This design comes from an exercise in tuning for small area on the open sky130 flow, not from production work.
RTL that was checked went through simulation tests only; none was proved equivalent to the original.
The clock port is modelled as an ideal driver; clocking choices that lean on that would not hold on a real chip.
No activity file was given, so power comes from the tool's default toggle rates.

==> 10-21 <==
==> flow/design.v <==
module pong(clk, row, column, left, right, pause, reset, barra, bola);
	input clk;
	input [9:0] row, column;
	input right, left, pause, reset;
	output reg barra;
	output reg bola;
	reg [7:0] lf;
	wire lz = ~|lf[6:0];
	wire tick = lz & ~lf[7];
	wire fb = lf[7] ^ lf[5] ^ lf[4] ^ lf[3] ^ lz;
	reg [9:0] yc;
	reg [8:0] x1c;
	reg [9:0] y1c;
	reg srv, dxn, dyn;
	function [10:0] add10(input [9:0] a, input [9:0] b);
		integer i;
		reg c;
		begin
			c = 1'b0;
			for (i = 0; i < 10; i = i + 1) begin
				add10[i] = a[i] ^ b[i] ^ c;
				c = (a[i] & b[i]) | (a[i] & c) | (b[i] & c);
			end
			add10[10] = c;
		end
	endfunction
	function [9:0] step10(input [9:0] v, input d, input e);
		integer i;
		reg c;
		begin
			c = e;
			for (i = 0; i < 10; i = i + 1) begin
				step10[i] = v[i] ^ c;
				c = c & (v[i] ^ d);
			end
		end
	endfunction
	wire [10:0] spc = add10(column, yc);
	wire [10:0] sbr = add10(row, {1'b1, x1c});
	wire [10:0] sbc = add10(column, y1c);
	wire prow = (row[9:3] == 7'd55) | (row == 10'd448);
	wire pcol = spc[10] & (spc[9:7] == 3'd0) &
		(~spc[6] | (spc[5:3] == 3'd0 & ~(spc[2] & (spc[1] | spc[0]))));
	wire brow = sbr[10] & (sbr[9:4] == 6'd0) & ~(sbr[3] & (sbr[2] | (sbr[1] & sbr[0])));
	wire bcol = sbc[10] & (sbc[9:4] == 6'd0) & ~(sbc[3] & (sbc[2] | (sbc[1] & sbc[0])));
	always @(posedge clk) begin
		barra <= prow & pcol;
		bola <= brow & bcol;
	end
	wire [10:0] h = add10(~y1c, yc);
	wire fneg = ~h[10] & (h[9:4] == 6'h3f) & (h[3] | h[2]);
	wire fpos = h[10] & (h[9:7] == 3'd0) & (~h[6] | (h[5:3] == 3'd0 & ~(h[2] & (h[1] | h[0]))));
	wire hit = ~x1c[8] & ~x1c[7] & ~x1c[5] & x1c[4] & ~x1c[3] & x1c[2] & ~x1c[1] & ~x1c[0] & (fneg | fpos);
	wire hup = fpos & (h[6] | h[5] | (h[4] & (h[3] | (h[2] & h[1] & h[0]))));
	wire x0 = (x1c == 9'h1ff);
	wire y0 = (y1c == 10'h3ff);
	wire y630 = (y1c == ~10'd630);
	wire out = ~x1c[8] & ~x1c[7] & ~x1c[6] & ~x1c[3] & ~x1c[2];
	reg ndx, ndy;
	always @(*) begin
		ndx = dxn;
		ndy = dyn;
		if (dxn && x0) ndx = 1'b0;
		if (dyn && y0) ndy = 1'b0;
		if (!dyn && y630) ndy = 1'b1;
		if (hit) begin
			ndx = 1'b1;
			ndy = !hup;
		end
	end
	wire ydn = !left;
	wire ymax = ~yc[9] & ~yc[5] & ~yc[4] & ~yc[2] & ~yc[0];
	wire ymove = tick & (ydn ? (yc != 10'h3ff) : (!right && !ymax));
	wire [9:0] ycn = step10(yc, !ydn, ymove);
	wire diag = !srv || hit;
	wire [9:0] x1cn = step10({1'b1, x1c}, !(diag ? ndx : 1'b0), tick);
	wire [9:0] y1cn = step10(y1c, !ndy, tick & diag);
	wire ld = !reset | (tick & out);
	always @(posedge clk) begin
		lf <= reset ? {lf[6:0], fb} : 8'd1;
		yc <= reset ? ycn : ~10'd320;
		x1c <= ld ? ~9'd20 : x1cn[8:0];
		y1c <= ld ? ~10'd320 : y1cn;
		if (ld) begin
			srv <= 1'b1;
		end else if (tick && diag) begin
			srv <= 1'b0;
			dxn <= ndx;
			dyn <= ndy;
		end
	end
endmodule
==> flow/flow/run.sh <==
#!/bin/bash
# Layout flow: the standard flow (standard.sh) with these changes:
#  - synthesis maps the logic with ABC for area (dch + amap) instead of
#    ORFS's delay script; everything else in synthesis is unchanged, so the
#    registers are those of the standard synthesis;
#  - the port buffers are the smallest buffer, buf_1;
#  - the clock tree is built of clkbuf_4, and flow/post_cts.tcl upsizes
#    to clkbuf_8 the buffers whose clock pins would see too high a slew.
# The make output goes to flow.log here; ORFS's own logs are under orfs/logs.
set -euo pipefail
W=$(pwd)
F=$W/flow
sed 's|  log_cmd abc {\*}\$abc_args|  log_cmd abc -script '"$F"'/area.abc {*}[lrange $abc_args 2 end]|' \
	"$FLOW_HOME/scripts/synth.tcl" > "$W/synth_area.tcl"
grep -q 'area.abc' "$W/synth_area.tcl"
sed "s|source \$::env(SCRIPTS_DIR)/synth.tcl|source $W/synth_area.tcl|" \
	"$W/synth_recipe.tcl" > "$W/synth_recipe_area.tcl"
grep -q 'synth_area.tcl' "$W/synth_recipe_area.tcl"
bash "$W/standard.sh" "SYNTH_SCRIPT=$W/synth_recipe_area.tcl" \
	"BUFFER_PORTS_ARGS=-buffer_cell sky130_fd_sc_hd__buf_1" \
	"CTS_ARGS=-sink_clustering_enable -repair_clock_nets -dont_use_dummy_load -buf_list sky130_fd_sc_hd__clkbuf_4 -root_buf sky130_fd_sc_hd__clkbuf_4" \
	"POST_CTS_TCL=$F/post_cts.tcl" finish > "$W/flow.log" 2>&1
==> flow/flow/area.abc <==
strash
dch -f
amap
topo
==> flow/flow/post_cts.tcl <==
estimate_parasitics -placement
set resized 0
foreach inst [get_cells *] {
  if { ![string match "*clkbuf_4" [get_property $inst ref_name]] } { continue }
  set out [get_pins -of_objects $inst -filter "direction==output"]
  set worst 0.0
  foreach p [get_pins -of_objects [get_nets -of_objects $out] -filter "direction==input"] {
    set s [get_property $p slew_max]
    if { $s > $worst } { set worst $s }
  }
  if { $worst > 0.100 } {
    replace_cell $inst sky130_fd_sc_hd__clkbuf_8
    incr resized
    puts "post_cts: [get_full_name $inst] worst sink slew $worst ns, now clkbuf_8"
  }
}
puts "post_cts: resized $resized clock buffers"
if { $resized > 0 } {
  detailed_placement
  check_placement -verbose
  estimate_parasitics -placement
}
==> flow/standard.sh <==
#!/bin/bash
# synth_recipe.tcl (not shown) runs the flow's synth.tcl, then flattens the netlist and writes it again
# the make line also repeats each setting of config.mk as NAME=value (left out here)
make -C /OpenROAD-flow-scripts/flow DESIGN_CONFIG=/design/flow/config.mk WORK_HOME=/design/flow/orfs CLKGATE_MAP_FILE= SYNTH_SCRIPT=/design/flow/synth_recipe.tcl "${@:-finish}"
==> flow/config.mk <==
export PLATFORM = sky130hd
export DESIGN_NAME = pong
export DESIGN_NICKNAME = pong
export VERILOG_FILES = /design/flow/design.v
export SDC_FILE = /design/flow/constraint.sdc
export NUM_CORES = 4
export LEC_CHECK = 0
export CAP_MARGIN = 20
export CORE_MARGIN = 2
export CORE_UTILIZATION = 40
export PLACE_DENSITY = 0.6
export SLEW_MARGIN = 20
==> flow/constraint.sdc <==
create_clock -name core_clock -period 10.0 [get_ports {clk}]
set_input_delay 2.0000 -clock core_clock [delete_from_list [all_inputs] [get_ports {clk}]]
set_output_delay 2.0000 -clock core_clock [all_outputs]
set_load 0.01 [all_outputs]
==> 03-13: changes against 10-21 <==
--- a/flow/design.v
+++ b/flow/design.v
@@ -26,2 +26,14 @@
 	endfunction
+	function [9:0] add9(input [8:0] a, input [8:0] b);
+		integer i;
+		reg c;
+		begin
+			c = 1'b0;
+			for (i = 0; i < 9; i = i + 1) begin
+				add9[i] = a[i] ^ b[i] ^ c;
+				c = (a[i] & b[i]) | (a[i] & c) | (b[i] & c);
+			end
+			add9[9] = c;
+		end
+	endfunction
 	function [9:0] step10(input [9:0] v, input d, input e);
@@ -38,3 +50,3 @@
 	wire [10:0] spc = add10(column, yc);
-	wire [10:0] sbr = add10(row, {1'b1, x1c});
+	wire [9:0] sbr = add9(row[8:0], x1c);
 	wire [10:0] sbc = add10(column, y1c);
@@ -43,3 +55,3 @@
 		(~spc[6] | (spc[5:3] == 3'd0 & ~(spc[2] & (spc[1] | spc[0]))));
-	wire brow = sbr[10] & (sbr[9:4] == 6'd0) & ~(sbr[3] & (sbr[2] | (sbr[1] & sbr[0])));
+	wire brow = ~row[9] & sbr[9] & (sbr[8:4] == 5'd0) & ~(sbr[3] & (sbr[2] | (sbr[1] & sbr[0])));
 	wire bcol = sbc[10] & (sbc[9:4] == 6'd0) & ~(sbc[3] & (sbc[2] | (sbc[1] & sbc[0])));
--- a/flow/flow/post_cts.tcl
+++ b/flow/flow/post_cts.tcl
@@ -10,3 +10,3 @@
   }
-  if { $worst > 0.100 } {
+  if { $worst > 0.110 } {
     replace_cell $inst sky130_fd_sc_hd__clkbuf_8
- CORE_UTILIZATION: 40 -> 62
- GPL_TIMING_DRIVEN: default -> 0
- PLACE_DENSITY: 0.6 -> 0.75
==> 12-02: changes against 10-21 <==
--- a/flow/design.v
+++ b/flow/design.v
@@ -26,2 +26,14 @@
 	endfunction
+	function [9:0] add9(input [8:0] a, input [8:0] b);
+		integer i;
+		reg c;
+		begin
+			c = 1'b0;
+			for (i = 0; i < 9; i = i + 1) begin
+				add9[i] = a[i] ^ b[i] ^ c;
+				c = (a[i] & b[i]) | (a[i] & c) | (b[i] & c);
+			end
+			add9[9] = c;
+		end
+	endfunction
 	function [9:0] step10(input [9:0] v, input d, input e);
@@ -38,3 +50,3 @@
 	wire [10:0] spc = add10(column, yc);
-	wire [10:0] sbr = add10(row, {1'b1, x1c});
+	wire [9:0] sbr = add9(row[8:0], x1c);
 	wire [10:0] sbc = add10(column, y1c);
@@ -43,3 +55,3 @@
 		(~spc[6] | (spc[5:3] == 3'd0 & ~(spc[2] & (spc[1] | spc[0]))));
-	wire brow = sbr[10] & (sbr[9:4] == 6'd0) & ~(sbr[3] & (sbr[2] | (sbr[1] & sbr[0])));
+	wire brow = ~row[9] & sbr[9] & (sbr[8:4] == 5'd0) & ~(sbr[3] & (sbr[2] | (sbr[1] & sbr[0])));
 	wire bcol = sbc[10] & (sbc[9:4] == 6'd0) & ~(sbc[3] & (sbc[2] | (sbc[1] & sbc[0])));
--- a/flow/flow/post_cts.tcl
+++ b/flow/flow/post_cts.tcl
@@ -10,3 +10,3 @@
   }
-  if { $worst > 0.100 } {
+  if { $worst > 0.110 } {
     replace_cell $inst sky130_fd_sc_hd__clkbuf_8
- CORE_UTILIZATION: 40 -> 70
- GPL_TIMING_DRIVEN: default -> 0
- PLACE_DENSITY: 0.6 -> 0.8
==> 03-16: changes against 10-21 <==
--- a/flow/design.v
+++ b/flow/design.v
@@ -52,3 +52,3 @@
 	wire fpos = h[10] & (h[9:7] == 3'd0) & (~h[6] | (h[5:3] == 3'd0 & ~(h[2] & (h[1] | h[0]))));
-	wire hit = ~x1c[8] & ~x1c[7] & ~x1c[5] & x1c[4] & ~x1c[3] & x1c[2] & ~x1c[1] & ~x1c[0] & (fneg | fpos);
+	wire hit = (x1c == ~9'd427) & (fneg | fpos);
 	wire hup = fpos & (h[6] | h[5] | (h[4] & (h[3] | (h[2] & h[1] & h[0]))));
@@ -57,3 +57,3 @@
 	wire y630 = (y1c == ~10'd630);
-	wire out = ~x1c[8] & ~x1c[7] & ~x1c[6] & ~x1c[3] & ~x1c[2];
+	wire out = (x1c == ~9'd460);
 	reg ndx, ndy;
@@ -71,4 +71,3 @@
 	wire ydn = !left;
-	wire ymax = ~yc[9] & ~yc[5] & ~yc[4] & ~yc[2] & ~yc[0];
-	wire ymove = tick & (ydn ? (yc != 10'h3ff) : (!right && !ymax));
+	wire ymove = tick & (ydn ? (yc != 10'h3ff) : (!right && yc != ~10'd565));
 	wire [9:0] ycn = step10(yc, !ydn, ymove);
==> flow/run.sh (new file) <==
#!/bin/bash
# synth_recipe.tcl (not shown) runs the flow's synth.tcl, then flattens the netlist and writes it again
# the make line also repeats each setting of config.mk as NAME=value (left out here)
make -C /OpenROAD-flow-scripts/flow DESIGN_CONFIG=/design/flow/config.mk WORK_HOME=/design/flow/orfs CLKGATE_MAP_FILE= SYNTH_SCRIPT=/design/flow/synth_recipe.tcl finish
removed: flow/flow/run.sh
removed: flow/flow/area.abc
removed: flow/flow/post_cts.tcl
removed: flow/standard.sh
==> impl_results.md <==
* Skew-Pair Late Insertion Delay at 0.35 ns
* Top area cells in the synthesized netlist: sky130_fd_sc_hd__dfxtp_1 (28%), sky130_fd_sc_hd__fa_1 (24%), sky130_fd_sc_hd__clkinv_1 (10%)
* Final setup skew at 0.0234 ns
* Sequential power share at 0.579
* Run status: complete, no violations
* Biggest fanout along the worst timing path at 10
* Mux cell area share after synthesis at 0
* Beginning of the worst hold path: lf[3]
* Met2 track utilization from global routing at 0.447
* Areal power density over the cells at 99.3 nW/µm²
* Area fraction in compound gates after synthesis at 0.223
* Delay contributed by the slowest stage of the critical path at 0.49 ns
* Gate Count Post-Synth at 310
* Floorplan die area at 4620 µm²
* Via total after detailed routing at 2,416
* Share of the synthesized area in the top cell type at 0.280
# the run above: 12-02

==> impl_results.md <==
* Final setup skew at 0.00737 ns
* Run status: complete, no violations
* Area fraction in compound gates after synthesis at 0.223
* Beginning of the worst hold path: lf[3]
* Synth Net Count at 374
* Share of the synthesized area in the top cell type at 0.280
* Placer's final routability congestion estimate at 0.878
* Top area cells in the synthesized netlist: sky130_fd_sc_hd__dfxtp_1 (28%), sky130_fd_sc_hd__fa_1 (24%), sky130_fd_sc_hd__clkinv_1 (10%)
* Mux cell area share after synthesis at 0
* Met2 track utilization from global routing at 0.451
* Number of buffers added on ports at 25
* Floorplan die area at 5170 µm²
* Via total after detailed routing at 2,408
* Skew-Pair Late Insertion Delay at 0.34 ns
* Delay contributed by the slowest stage of the critical path at 0.52 ns
* Biggest fanout along the worst timing path at 10
# the run above: 03-13

==> impl_results.md <==
* Delay contributed by the slowest stage of the critical path at 0.65 ns
* Gate Count Post-Synth at 355
* Run status: complete, no violations
* Via total after detailed routing at 2,584
* Core outline area at 7810 µm²
* Sequential power share at 0.502
* Group with the largest share of power: sequential cells
* Skew-Pair Late Insertion Delay at 0.29 ns
* Mux cell area share after synthesis at 0.0187
* Share of the synthesized area in the top cell type at 0.245
* Areal power density over the cells at 96.8 nW/µm²
* Biggest fanout along the worst timing path at 11
* Post-placement cell area at 3600 µm²
* Met2 track utilization from global routing at 0.320
* Beginning of the worst hold path: lf[2]
* Number of enable flip-flop cells after synthesis at 2
# the run above: 03-16

==> impl_results.md <==
* Sequential share of cell area at 0.271
* Share of the core filled with cells at 0.462
* Met2 track utilization from global routing at 0.290
* Share of the synthesized area in the top cell type at 0.279
* Layout buffering overhead excluding clock cells at 0.0390
* Run status: complete, no violations
* Portion of the post-synthesis area used by sequential elements at 0.300
* Beginning of the worst hold path: lf[3]
* Dominant combinational cell family by area after synthesis: adder cells
* Gate Count Post-Synth at 307
* Skew-Pair Late Insertion Delay at 0.34 ns
* Via total after detailed routing at 2,398
* Sequential power share at 0.553
* Floorplan die area at 7870 µm²
* Biggest fanout along the worst timing path at 9
* Areal power density over the cells at 101 nW/µm²
* Mux cell area share after synthesis at 0
* Top area cells in the synthesized netlist: sky130_fd_sc_hd__dfxtp_1 (28%), sky130_fd_sc_hd__fa_1 (24%), sky130_fd_sc_hd__o221ai_1 (11%)
* Delay contributed by the slowest stage of the critical path at 0.49 ns
* Final setup skew at 0.0120 ns
* Area fraction in compound gates after synthesis at 0.222
# the run above: 10-21

The RTL of 10-21 was laid out without a check of its function.

## static timing again, ports no longer ideal
In the flow no input, the clock included, has a driving cell. The finished layouts below were timed again as built, in two steps.
Step 1 (the two cells are an assumption about what drives the block):
set clk [get_ports {clk}]
set_driving_cell -lib_cell sky130_fd_sc_hd__clkbuf_16 $clk
set_driving_cell -lib_cell sky130_fd_sc_hd__buf_2 [delete_from_list [all_inputs] $clk]
Step 2, shift: input delay + t, output delay - t, t = (earliest + latest rising clock arrival at the registers) / 2. This alone moves slack from input paths to output paths.
Slacks: no drivers / after step 1 / after step 2; pairs: no drivers / after step 1.
run	t, ns	setup WS [ns]	worst setup path after step 2	cell pins on the clock port's net
10-21	0.356	1.519 / 1.519 / 1.519	register to register	1
03-13	0.360	1.053 / 1.053 / 1.053	register to register	1
12-02	0.363	0.861 / 0.861 / 0.861	register to register	1
03-16	0.322	3.182 / 3.182 / 2.975	input to register	1
After both steps setup and hold are still met in every run listed. The setup slack of 03-16, which loses most, moves by 0.000 ns with the drivers and by -0.207 ns with both steps.
